What follows belongs to an exercise in optimizing a design on an open flow for small area and a short achievable clock period; a production flow would make more cautious choices. Power figures rest on the tool's default switching activity, not on a simulated workload.

==> 04-11 <==
Design router, start of the top module:
module router #(
    parameter AXIS_DATA_WIDTH = 40,
    parameter ID_WIDTH = 4,
    parameter CHANNEL_NUMBER = 5,
    parameter BUFFER_LENGTH = 8,
    parameter MAX_ROUTERS_X = 4,
    parameter MAX_ROUTERS_X_WIDTH
    = $clog2(MAX_ROUTERS_X),
    parameter MAX_ROUTERS_Y = 4,
    parameter MAX_ROUTERS_Y_WIDTH
    = $clog2(MAX_ROUTERS_Y),
    parameter ROUTER_X = 1,
    parameter ROUTER_Y = 2,
    parameter STRB_WIDTH = AXIS_DATA_WIDTH/8
)(
    input  clk_i, rst_n_i,
    input  logic [CHANNEL_NUMBER*AXIS_DATA_WIDTH-1:0] in_tdata_i,
    input  logic [CHANNEL_NUMBER*STRB_WIDTH-1:0]      in_tstrb_i,
    input  logic [CHANNEL_NUMBER*STRB_WIDTH-1:0]      in_tkeep_i,
    input  logic [CHANNEL_NUMBER-1:0]                 in_tlast_i,
    input  logic [CHANNEL_NUMBER*ID_WIDTH-1:0]        in_tid_i,
    input  logic [CHANNEL_NUMBER-1:0]                 in_tvalid_i,
    output logic [CHANNEL_NUMBER-1:0]                 in_tready_o,
    output logic [CHANNEL_NUMBER*AXIS_DATA_WIDTH-1:0] out_tdata_o,
    output logic [CHANNEL_NUMBER*STRB_WIDTH-1:0]      out_tstrb_o,
    output logic [CHANNEL_NUMBER*STRB_WIDTH-1:0]      out_tkeep_o,
    output logic [CHANNEL_NUMBER-1:0]                 out_tlast_o,
    output logic [CHANNEL_NUMBER*ID_WIDTH-1:0]        out_tid_o,
    output logic [CHANNEL_NUMBER-1:0]                 out_tvalid_o,
    input  logic [CHANNEL_NUMBER-1:0]                 out_tready_i
);
Settings: LEC_CHECK=0, ABC_CLOCK_PERIOD_IN_PS=3000, CAP_MARGIN=20, CORE_MARGIN=2, CORE_UTILIZATION=60, CTS_BUF_LIST=sky130_fd_sc_hd__clkbuf_8 sky130_fd_sc_hd__clkbuf_16, CTS_CLUSTER_DIAMETER=70, CTS_CLUSTER_SIZE=25, PLACE_DENSITY=0.7, SETUP_SLACK_MARGIN=4.3, SLEW_MARGIN=20; clock period 7.5 ns.
standard.sh (not shown) runs the stock make flow with config.mk's settings and CLKGATE_MAP_FILE= SYNTH_SCRIPT=/design/flow/synth_recipe.tcl, a recipe that flattens the netlist after the stock synthesis.
==> flow/flow/run.sh <==
#!/bin/bash
# The standard layout, with plain buffers (rather than the delay cells
# buffer_ports picks by itself) as the port buffers.
set -uo pipefail
export BUFFER_PORTS_ARGS="-buffer_cell sky130_fd_sc_hd__buf_2"
bash standard.sh > standard.log 2>&1
==> 10-17 (differences from 04-11) <==
--- a/flow/design.v
+++ b/flow/design.v
@@ -1,63 +1,49 @@
 module stream_fifo #(
     parameter DATA_WIDTH = 55,
-    parameter FIFO_LEN = 8,
-    parameter [DATA_WIDTH-1:0] KEY_MASK = '0
+    parameter FIFO_LEN = 8
 ) (
     input  logic                  ACLK,
     input  logic                  ARESETn,
     input  logic [DATA_WIDTH-1:0] data_i,
     input  logic                  valid_i,
     output logic                  ready_o,
     output logic [DATA_WIDTH-1:0] data_o,        
     output logic                  valid_o,       
     input  logic                  ready_i,       
-    output logic [DATA_WIDTH-1:0] mem_key_o,     
+    output logic [DATA_WIDTH-1:0] mem_head_o,    
     output logic [DATA_WIDTH-1:0] data_next_o,   
     output logic                  valid_next_o,  
     output logic                  push_o,        
     output logic                  single_o       
 );
     localparam MEM_LEN = FIFO_LEN - 1;
     localparam CW = $clog2(FIFO_LEN + 1);
     logic [DATA_WIDTH-1:0] head;
     logic [DATA_WIDTH-1:0] mem [MEM_LEN];
     logic [MEM_LEN-1:0]    rptr, wptr;
     logic [CW-1:0]         count;
     logic                  head_valid, not_full;
     logic push, pop, c1, ld_mem, wr_mem;
-    logic [DATA_WIDTH-1:0] mem_rd, mem_rd2, mem_key;
-    logic [MEM_LEN-1:0]    rptr_inc;
+    logic [DATA_WIDTH-1:0] mem_rd;
     assign data_o  = head;
     assign valid_o = head_valid;
     assign ready_o = not_full;
     assign push   = valid_i & not_full;
     assign pop    = ready_i;
     assign c1     = (count == 1);
     assign ld_mem = pop & !c1;
     assign wr_mem = push & head_valid & !(pop & c1);
     always_comb begin
         mem_rd = '0;
         for (int k = 0; k < MEM_LEN; k++)
             mem_rd = mem_rd | ({DATA_WIDTH{rptr[k]}} & mem[k]);
     end
-    assign rptr_inc = {rptr[MEM_LEN-2:0], rptr[MEM_LEN-1]};
-    always_comb begin
-        mem_rd2 = '0;
-        for (int k = 0; k < MEM_LEN; k++)
-            mem_rd2 = mem_rd2 | ({DATA_WIDTH{rptr_inc[k]}} & mem[k] & KEY_MASK);
-    end
-    always_ff @(posedge ACLK) begin
-        if (push && (ld_mem ? |(wptr & rptr_inc) : |(wptr & rptr)))
-            mem_key <= data_i & KEY_MASK;
-        else if (ld_mem)
-            mem_key <= mem_rd2;
-    end
-    assign mem_key_o    = mem_key;
+    assign mem_head_o   = mem_rd;
     assign data_next_o  = pop ? (c1 ? data_i : mem_rd) : (head_valid ? head : data_i);
     assign valid_next_o = push | (head_valid & !(pop & c1));
     assign push_o       = push;
     assign single_o     = c1;
     always_ff @(posedge ACLK) begin
         head <= data_next_o;
     end
     always_ff @(posedge ACLK) begin
@@ -69,17 +55,17 @@
         if (!ARESETn) begin
             rptr       <= 1;
             wptr       <= 1;
             count      <= '0;
             head_valid <= 1'b0;
             not_full   <= 1'b1;
         end else begin
             if (ld_mem)
-                rptr <= rptr_inc;
+                rptr <= {rptr[MEM_LEN-2:0], rptr[MEM_LEN-1]};
             if (wr_mem)
                 wptr <= {wptr[MEM_LEN-2:0], wptr[MEM_LEN-1]};
             head_valid <= valid_next_o;
             if (push && !pop) begin
                 count    <= count + 1'b1;
                 not_full <= (count != FIFO_LEN - 1);
             end else if (pop && !push) begin
                 count    <= count - 1'b1;
@@ -138,33 +124,32 @@
     output logic                        header_o,
     output logic [CHANNEL_NUMBER-1:0]   ctrl_o,
     output logic                        valid_next_o,    
     output logic                        header_next_o,
     output logic [CHANNEL_NUMBER-1:0]   ctrl_next_o
 );
     localparam CN = CHANNEL_NUMBER;
     logic [7:0]    left [CN];
-    logic [CN-1:0] left_one;            
     logic [CN-1:0] stored [CN];
     logic [CN-1:0] rr_grant;
     logic          last_one, other, to_other, stay_pop;
     logic          g_valid, g_single, g_push, g_hdr, g_hdr_in, g_hdr_mem;
     logic [CN-1:0] g_port, g_port_in, g_port_mem, g_stored;
     logic          n_hdr;
     logic [CN-1:0] n_port, n_stored;
     always_comb begin
         last_one  = 1'b0;
         g_valid   = 1'b0; g_single  = 1'b0; g_push    = 1'b0;
         g_hdr     = 1'b0; g_hdr_in  = 1'b0; g_hdr_mem = 1'b0;
         g_port    = '0;   g_port_in = '0;   g_port_mem = '0; g_stored = '0;
         n_hdr     = 1'b0; n_port    = '0;   n_stored  = '0;
         for (int c = 0; c < CN; c++) begin
             if (grant_o[c]) begin
-                last_one   = last_one | left_one[c];
+                last_one   = last_one | (left[c] == 8'd1);
                 g_valid    = g_valid    | valid_i[c];
                 g_single   = g_single   | single_i[c];
                 g_push     = g_push     | push_i[c];
                 g_hdr      = g_hdr      | header_i[c];
                 g_hdr_in   = g_hdr_in   | header_in_i[c];
                 g_hdr_mem  = g_hdr_mem  | header_mem_i[c];
                 g_port     = g_port     | port_i[c*CN +: CN];
                 g_port_in  = g_port_in  | port_in_i[c*CN +: CN];
@@ -237,33 +222,29 @@
         if (!rst_n_i) begin
             grant_o  <= 1;
             valid_o  <= 1'b0;
             header_o <= 1'b0;
             ctrl_o   <= '0;
             for (int c = 0; c < CN; c++) begin
                 left[c]   <= '0;
                 stored[c] <= RESET_PORT;
-                left_one[c] <= 1'b0;
             end
         end else begin
             grant_o  <= grant_next_o;
             valid_o  <= valid_next_o;
             header_o <= header_next_o;
             ctrl_o   <= ctrl_next_o;
             for (int c = 0; c < CN; c++) begin
                 if (grant_o[c]) begin
                     stored[c] <= g_stored_next;
-                    if (valid_o && header_o) begin
-                        left[c]     <= count_i;
-                        left_one[c] <= (count_i == 8'd1);
-                    end else if (take_i) begin
-                        left[c]     <= left[c] - 8'd1;
-                        left_one[c] <= (left[c] == 8'd2);
-                    end
+                    if (valid_o && header_o)
+                        left[c] <= count_i;
+                    else if (take_i)
+                        left[c] <= left[c] - 8'd1;
                 end
             end
         end
     end
 endmodule
 module algorithm #(
     parameter CHANNEL_NUMBER = 5
 ) (
@@ -327,29 +308,27 @@
     output logic [CHANNEL_NUMBER*ID_WIDTH-1:0]        out_tid_o,
     output logic [CHANNEL_NUMBER-1:0]                 out_tvalid_o,
     input  logic [CHANNEL_NUMBER-1:0]                 out_tready_i
 );
     localparam CN = CHANNEL_NUMBER;
     localparam FLIT_WIDTH = AXIS_DATA_WIDTH + 2*STRB_WIDTH + 1 + ID_WIDTH;
     localparam DATA_LSB = FLIT_WIDTH - AXIS_DATA_WIDTH;
     localparam XYW = MAX_ROUTERS_X_WIDTH + MAX_ROUTERS_Y_WIDTH;
-    localparam [FLIT_WIDTH-1:0] KEY_MASK =
-        {{(FLIT_WIDTH-DATA_LSB-XYW){1'b0}}, {XYW{1'b1}}, {(DATA_LSB-ID_WIDTH){1'b0}}, {ID_WIDTH{1'b1}}};
     function automatic [CN-1:0] port_of_origin();
         port_of_origin = '0;
         for (int i = CN - 1; i >= 0; i--) begin
             if ((i == 0 && ROUTER_X == 0 && ROUTER_Y == 0) ||
                 (i == 1 && 0 < ROUTER_Y) || (i == 2 && 0 > ROUTER_X) ||
                 (i == 3 && 0 > ROUTER_Y) || (i == 4 && 0 < ROUTER_X))
                 port_of_origin = CN'(1) << i;
         end
     endfunction
     logic [FLIT_WIDTH-1:0] head_next [CN];
-    logic [FLIT_WIDTH-1:0] mem_key [CN];
+    logic [FLIT_WIDTH-1:0] mem_head [CN];
     logic [CN-1:0]         head_valid;
     logic [CN-1:0]         push, single;
     logic [CN-1:0]         header_next, header_head, header_in, header_mem;
     logic [CN*CN-1:0]      port_next, port_head, port_in, port_mem;
     logic [CN-1:0]         pop;
     logic [CN-1:0]         grant, grant_next;
     logic                  g_valid, g_header, take;
     logic [CN-1:0]         g_ctrl;
@@ -364,28 +343,27 @@
                 in_tdata_i[i*AXIS_DATA_WIDTH +: AXIS_DATA_WIDTH],
                 in_tstrb_i[i*STRB_WIDTH +: STRB_WIDTH],
                 in_tkeep_i[i*STRB_WIDTH +: STRB_WIDTH],
                 in_tlast_i[i],
                 in_tid_i[i*ID_WIDTH +: ID_WIDTH]
             };
             stream_fifo #(
                 .DATA_WIDTH(FLIT_WIDTH),
-                .FIFO_LEN(BUFFER_LENGTH),
-                .KEY_MASK(KEY_MASK)
+                .FIFO_LEN(BUFFER_LENGTH)
             ) q (
                 .ACLK(clk_i),
                 .ARESETn(rst_n_i),
                 .data_i(flit),
                 .valid_i(in_tvalid_i[i]),
                 .ready_o(in_tready_o[i]),
                 .data_o(),
                 .valid_o(head_valid[i]),
                 .ready_i(pop[i]),
-                .mem_key_o(mem_key[i]),
+                .mem_head_o(mem_head[i]),
                 .data_next_o(head_next[i]),
                 .valid_next_o(),
                 .push_o(push[i]),
                 .single_o(single[i])
             );
             assign pop[i] = take & grant[i];
             algorithm_selector_XY #(
                .MAX_ROUTERS_X(MAX_ROUTERS_X), .MAX_ROUTERS_Y(MAX_ROUTERS_Y),
@@ -394,26 +372,26 @@
                 .target_x_i(flit[DATA_LSB + MAX_ROUTERS_Y_WIDTH +: MAX_ROUTERS_X_WIDTH]),
                 .target_y_i(flit[DATA_LSB +: MAX_ROUTERS_Y_WIDTH]),
                 .selector_o(port_in[i*CN +: CN])
             );
             algorithm_selector_XY #(
                .MAX_ROUTERS_X(MAX_ROUTERS_X), .MAX_ROUTERS_Y(MAX_ROUTERS_Y),
                .ROUTER_X(ROUTER_X), .ROUTER_Y(ROUTER_Y), .CHANNEL_NUMBER(CN)
             ) sel_mem (
-                .target_x_i(mem_key[i][DATA_LSB + MAX_ROUTERS_Y_WIDTH +: MAX_ROUTERS_X_WIDTH]),
-                .target_y_i(mem_key[i][DATA_LSB +: MAX_ROUTERS_Y_WIDTH]),
+                .target_x_i(mem_head[i][DATA_LSB + MAX_ROUTERS_Y_WIDTH +: MAX_ROUTERS_X_WIDTH]),
+                .target_y_i(mem_head[i][DATA_LSB +: MAX_ROUTERS_Y_WIDTH]),
                 .selector_o(port_mem[i*CN +: CN])
             );
             always_ff @(posedge clk_i) begin
                 header_head[i]           <= header_next[i];
                 port_head[i*CN +: CN]    <= port_next[i*CN +: CN];
             end
             assign header_in[i]  = (flit[ID_WIDTH-1:0] == '0);
-            assign header_mem[i] = (mem_key[i][ID_WIDTH-1:0] == '0);
+            assign header_mem[i] = (mem_head[i][ID_WIDTH-1:0] == '0);
             assign header_next[i] = pop[i] ? (single[i] ? header_in[i] : header_mem[i]) :
                                     (head_valid[i] ? header_head[i] : header_in[i]);
             assign port_next[i*CN +: CN] =
                 pop[i] ? (single[i] ? port_in[i*CN +: CN] : port_mem[i*CN +: CN]) :
                          (head_valid[i] ? port_head[i*CN +: CN] : port_in[i*CN +: CN]);
             assign {
                 out_tdata_o[i*AXIS_DATA_WIDTH +: AXIS_DATA_WIDTH],
                 out_tstrb_o[i*STRB_WIDTH +: STRB_WIDTH],
==> comparison table <==
Outcome: 10-17 complete, no violations; 04-11 complete, no violations
Pin count of the biggest net entering global routing: 10-17 97; 04-11 131
Number of placed instances with taps included: 10-17 7824; 04-11 8052
Count of clock-net buffers in the final layout: 10-17 148; 04-11 151
Met3 usage: 10-17 10.7%; 04-11 10.3%
Diode count: 10-17 46; 04-11 56
Power of the clock network: 10-17 8.29 mW; 04-11 8.38 mW
Initial Util: 10-17 60.2%; 04-11 60.5%
First-pass detailed-route iteration total: 10-17 8; 04-11 13
Multi-input gate area: 10-17 20300 µm²; 04-11 22700 µm²
Clock-cell share of area: 10-17 4.26%; 04-11 4.08%
Met1 usage in global routing: 10-17 53.3%; 04-11 51.1%
Cell-internal power: 10-17 18.9 mW; 04-11 19.0 mW
Period utilization: 10-17 46.3%; 04-11 53.4%
DP HPWL: 10-17 177000 µm; 04-11 193000 µm
Headroom to the max-slew limit: 10-17 26.8%; 04-11 14.5%
Post-synthesis mux area share: 10-17 1.18%; 04-11 1.61%
Synthesized area: 10-17 92500 µm²; 04-11 95900 µm²
Total GRT Usage: 10-17 37.2%; 04-11 38.9%
Adder-Cell Fraction of Synth Area: 10-17 0.406%; 04-11 0.392%
Function was not checked in any run of this note: the RTL went through the layout flow alone.

separate check: timing with driven ports:
The flow's constraints put no driver on any port. The routed layouts listed below were extracted and timed again, unchanged, in two steps. Step 1 assumes that a clkbuf_16 drives the clock port and a buf_2 every other input. Step 2 times the ports against the registers' clock, not the clock port: input delays grow and output delays shrink by t, the midpoint of the rising clock arrivals with the driver on. a / b / c = ideal ports / drivers / drivers and shift; a / b = the first two.
run | t, ns | setup WS [ns] | worst setup path at the end | clock arrival spread, ns
04-11 | 0.883 | 3.494 / 3.494 / 2.758 | input to register | 0.039 / 0.039
10-17 | 0.889 | 4.028 / 4.028 / 3.164 | input to register | 0.050 / 0.051
After both steps setup and hold are still met in every run listed. For 10-17, which loses most, drivers alone change the setup slack by 0.000 ns; drivers and shift together by -0.864 ns.
